From an optimization exercise on the open Yosys and OpenROAD flow, aimed at small area, a short achievable clock period and few clock cycles; shortcuts taken in it are not production practice.
Only simulation tests tie the RTL to the original design; equivalence was not proved.

==> flow/design.v (excerpt) <==
module softmax #(parameter
	ARITH_TYPE = 1,
	DATA_WIDTH = 32,
	INTEGER = 10,
	FRACTION = 22,
    E=8,
    M=23 )
    (
input  wire                  clk,
input  wire                  reset,
input  wire                  softmax_enable,
input  wire [DATA_WIDTH-1:0] in1,
input  wire [DATA_WIDTH-1:0] in2,
input  wire [DATA_WIDTH-1:0] in3,
input  wire [DATA_WIDTH-1:0] in4,
input  wire [DATA_WIDTH-1:0] max_input,
output wire [DATA_WIDTH-1:0] softmax_out_1,
output wire [DATA_WIDTH-1:0] softmax_out_2,
output wire [DATA_WIDTH-1:0] softmax_out_3,
output wire [DATA_WIDTH-1:0] softmax_out_4,
output reg                   softmax_output_ready
    );
localparam [3:0] LAST = 4'd6;
reg [3:0] cnt;    
always @(posedge clk or posedge reset) begin
    if (reset) begin
        cnt <= 4'd0;
        softmax_output_ready <= 1'b0;
    end else begin
        if (softmax_enable)
            cnt <= 4'd1;
        else if (cnt != 4'd0 && cnt != LAST)
            cnt <= cnt + 4'd1;
        else
  ...
export LEC_CHECK = 0
export ABC_AREA = 1
export CAP_MARGIN = 20
export CORE_MARGIN = 2
export CORE_UTILIZATION = 40
export PLACE_DENSITY = 0.6
export SLEW_MARGIN = 20
export SYNTH_HIERARCHICAL = 1
export SYNTH_MINIMUM_KEEP_SIZE = 0
create_clock -name core_clock -period 15.0 [get_ports {clk}]
standard.sh (not shown) runs the stock make flow with config.mk's settings and CLKGATE_MAP_FILE= SYNTH_SCRIPT=/design/flow/synth_recipe.tcl, a recipe that flattens the netlist after the stock synthesis.
==> flow/flow/run.sh <==
#!/bin/bash
# Layout flow: the standard ORFS flow (standard.sh, unchanged) with two
# settings passed on to make:
#  - BUFFER_PORTS_ARGS: every input and output port still gets its buffer, a
#    buf_1 (the smallest buffer) instead of the cell buffer_ports picks.
# make's full output goes to flow_make.log; ORFS keeps each step's log under
# orfs/logs.
set -euo pipefail
MARGIN=$(cat flow/margin.txt)
bash standard.sh "SETUP_SLACK_MARGIN=$MARGIN" \
  "BUFFER_PORTS_ARGS=-buffer_cell sky130_fd_sc_hd__buf_1" finish > flow_make.log 2>&1
==> flow/flow/margin.txt <==
10
The baseline passed the timing, design-rule and antenna checks.
Testbench counts at the start, summed over its fixed seeds: cycles 16,808.
Edit:
--- a/flow/config.mk
+++ b/flow/config.mk
@@ -9,6 +9,6 @@
 export CAP_MARGIN = 20
 export CORE_MARGIN = 2
-export CORE_UTILIZATION = 40
-export PLACE_DENSITY = 0.6
+export CORE_UTILIZATION = 60
+export PLACE_DENSITY = 0.75
 export SLEW_MARGIN = 20
 export SYNTH_HIERARCHICAL = 1
Effect: Design area went down slightly; non-clock buffer count went down by 50; register-to-register slack degrades by 0.64 ns.
Edit:
==> flow/flow/margin.txt (replaced) <==
12
--- a/flow/config.mk
+++ b/flow/config.mk
@@ -9,6 +9,6 @@
 export CAP_MARGIN = 20
 export CORE_MARGIN = 2
-export CORE_UTILIZATION = 60
-export PLACE_DENSITY = 0.75
+export CORE_UTILIZATION = 40
+export PLACE_DENSITY = 0.6
 export SLEW_MARGIN = 20
 export SYNTH_HIERARCHICAL = 1
The new run ran to the end with no violations. Wire length went down by a few percent. Setup slack improved by 0.58 ns. Sequential share of layout area went down by 0.52 points. Core utilization went down by 20 points. Maximum frequency went up by roughly a tenth. Synthesized area does not change.
Edit:
==> flow/flow/margin.txt (replaced) <==
9
After rerunning:
- The changed run ran to the end with no violations
- via count came out lower by 4.8%
- non-clock buffer count went down by 214

* * *

Another version of the RTL of softmax (not shown whole).
For scale: about 4800 cells after synthesis, ~270 flip-flops, ~290 I/O pins, about 38000 µm² of cells after synthesis.
==> flow/config.mk <==
export PLATFORM = sky130hd
export DESIGN_NAME = softmax
export DESIGN_NICKNAME = softmax
export VERILOG_FILES = /design/flow/design.v
export SDC_FILE = /design/flow/constraint.sdc
export NUM_CORES = 4
export LEC_CHECK = 0
export ABC_AREA = 1
export CAP_MARGIN = 20
export CORE_MARGIN = 2
export CORE_UTILIZATION = 40
export PLACE_DENSITY = 0.6
export SLEW_MARGIN = 20
==> flow/constraint.sdc <==
create_clock -name core_clock -period 15.0 [get_ports {clk}]
set_input_delay 3.0000 -clock core_clock [delete_from_list [all_inputs] [get_ports {clk}]]
set_output_delay 3.0000 -clock core_clock [all_outputs]
set_load 0.01 [all_outputs]
==> flow/flow/run.sh <==
#!/bin/bash
# Layout flow: the standard ORFS flow, unchanged, with its timing repair
# asked to leave extra setup slack (the design is signed off at the design's
# clock period as usual; the margin only makes repair_timing work harder on
# the critical register-to-register paths).
set -euo pipefail
MARGIN=$(cat flow/margin.txt 2>/dev/null || echo 8)
bash standard.sh SETUP_SLACK_MARGIN=$MARGIN finish > flow_make.log 2>&1
==> flow/flow/margin.txt <==
8
Testbench counts at the start, summed over its fixed seeds: cycles 16,808.
Change:
==> flow/run.sh (new file) <==
#!/bin/bash
# synth_recipe.tcl (not shown) runs the flow's synth.tcl, then flattens the netlist and writes it again
# the make line also repeats each setting of config.mk as NAME=value (left out here)
make -C /OpenROAD-flow-scripts/flow DESIGN_CONFIG=/design/flow/config.mk WORK_HOME=/design/flow/orfs CLKGATE_MAP_FILE= SYNTH_SCRIPT=/design/flow/synth_recipe.tcl finish
ABC_AREA = not set   (was 1)
removed: flow/flow/run.sh
removed: flow/flow/margin.txt
removed: flow/standard.sh
What happened: Core utilization came out higher by 0.34 points; via count came out lower by 11%; non-clock buffer count came out higher by 7; worst hold slack is worse by 0.0041 ns; global-route usage came out lower by 1.6 points; wire length came out lower by 11%; sequential cell count does not change; clock skew came out higher by 0.0081 ns; cell count came out lower by 14%; count of clock-buffer cells in the layout came out higher by 5.

* * *

softmax, a different RTL version from the one above (not shown whole).
Size in the first run: ~4,300 cells after synthesis, about 290 I/O pins, ~38,000 µm² of cells after synthesis.
export LEC_CHECK = 0
export CAP_MARGIN = 20
export CORE_MARGIN = 2
export CORE_UTILIZATION = 40
export PLACE_DENSITY = 0.6
export SLEW_MARGIN = 20
export SYNTH_HIERARCHICAL = 1
export SYNTH_MINIMUM_KEEP_SIZE = 0
create_clock -name core_clock -period 15.0 [get_ports {clk}]
==> flow/flow/run.sh <==
#!/bin/bash
# Layout flow: the standard ORFS flow (standard.sh, unchanged) with two
# settings passed on to make:
#  - BUFFER_PORTS_ARGS: every input and output port still gets its buffer, a
#    buf_1 (the smallest buffer) instead of the cell buffer_ports picks.
# make's full output goes to flow_make.log; ORFS keeps each step's log under
# orfs/logs.
set -euo pipefail
MARGIN=$(cat flow/margin.txt)
bash standard.sh "SETUP_SLACK_MARGIN=$MARGIN" \
  "BUFFER_PORTS_ARGS=-buffer_cell sky130_fd_sc_hd__buf_1" finish > flow_make.log 2>&1
==> flow/flow/margin.txt <==
9
Testbench counts at the start, summed over its fixed seeds: cycles 16,808.
==> next run, changes <==
ABC_AREA = 1   (was unset)
What happened:
- worst setup slack improved by 1000 ps
- die area is lower by 11%
- maximum frequency went up by 17%
- sequential share of layout area came out higher by 1.2 points
- sequential cell count stays the same
==> next run, changes <==
==> flow/flow/margin.txt (replaced) <==
9.5
The new run completed without violations.
Cell area rises by 4.4%.
Register-to-register slack gets better by 80 ps.
Final cell count rises by 1.5%.
Fmax rises by 1.4%.
Sequential cell count does not change.
Non-clock buffer count rises by 80.
Routed wire length rises by 3.4%.

==> static timing again, ports no longer ideal <==
Ports are ideal in the flow. The routed layouts listed here were re-timed in OpenROAD. Step 1 (the two cells are an assumption about what drives the block):
set clk [get_ports {clk}]
set_driving_cell -lib_cell sky130_fd_sc_hd__clkbuf_16 $clk
set_driving_cell -lib_cell sky130_fd_sc_hd__buf_2 [delete_from_list [all_inputs] $clk]
Step 2 moves the port delays by t, midway between the first and last clock arrival at a register: inputs arrive t later, outputs are due t later. That takes back most of the time a late clock gives input paths. a / b / c = no drivers / after step 1 / after step 2; a / b = the first two.
run	shift t [ns]	setup slack, ns	hold slack, ns
the first run of note 1	0.649	9.381 / 9.381 / 9.381	0.327 / 0.327 / 0.327
the second run of note 1	0.627	8.737 / 8.737 / 8.737	0.326 / 0.326 / 0.326
the third run of note 1	0.639	9.321 / 9.321 / 9.321	0.323 / 0.323 / 0.323
the fourth run of note 1	0.637	9.097 / 9.097 / 9.097	0.325 / 0.325 / 0.325
the first run of note 2	0.655	8.320 / 8.320 / 8.320	0.347 / 0.347 / 0.347
the second run of note 2	0.629	6.934 / 6.934 / 6.934	0.343 / 0.343 / 0.343
the first run of note 3	0.641	8.229 / 8.229 / 8.229	0.326 / 0.326 / 0.326
the second run of note 3	0.633	9.227 / 9.227 / 9.135	0.326 / 0.326 / 0.326
the third run of note 3	0.632	9.304 / 9.304 / 9.059	0.324 / 0.324 / 0.324
After both steps setup and hold are still met in every run listed. The setup slack of the third run of note 3, which loses most, moves by 0.000 ns with the drivers and by -0.245 ns with both steps.
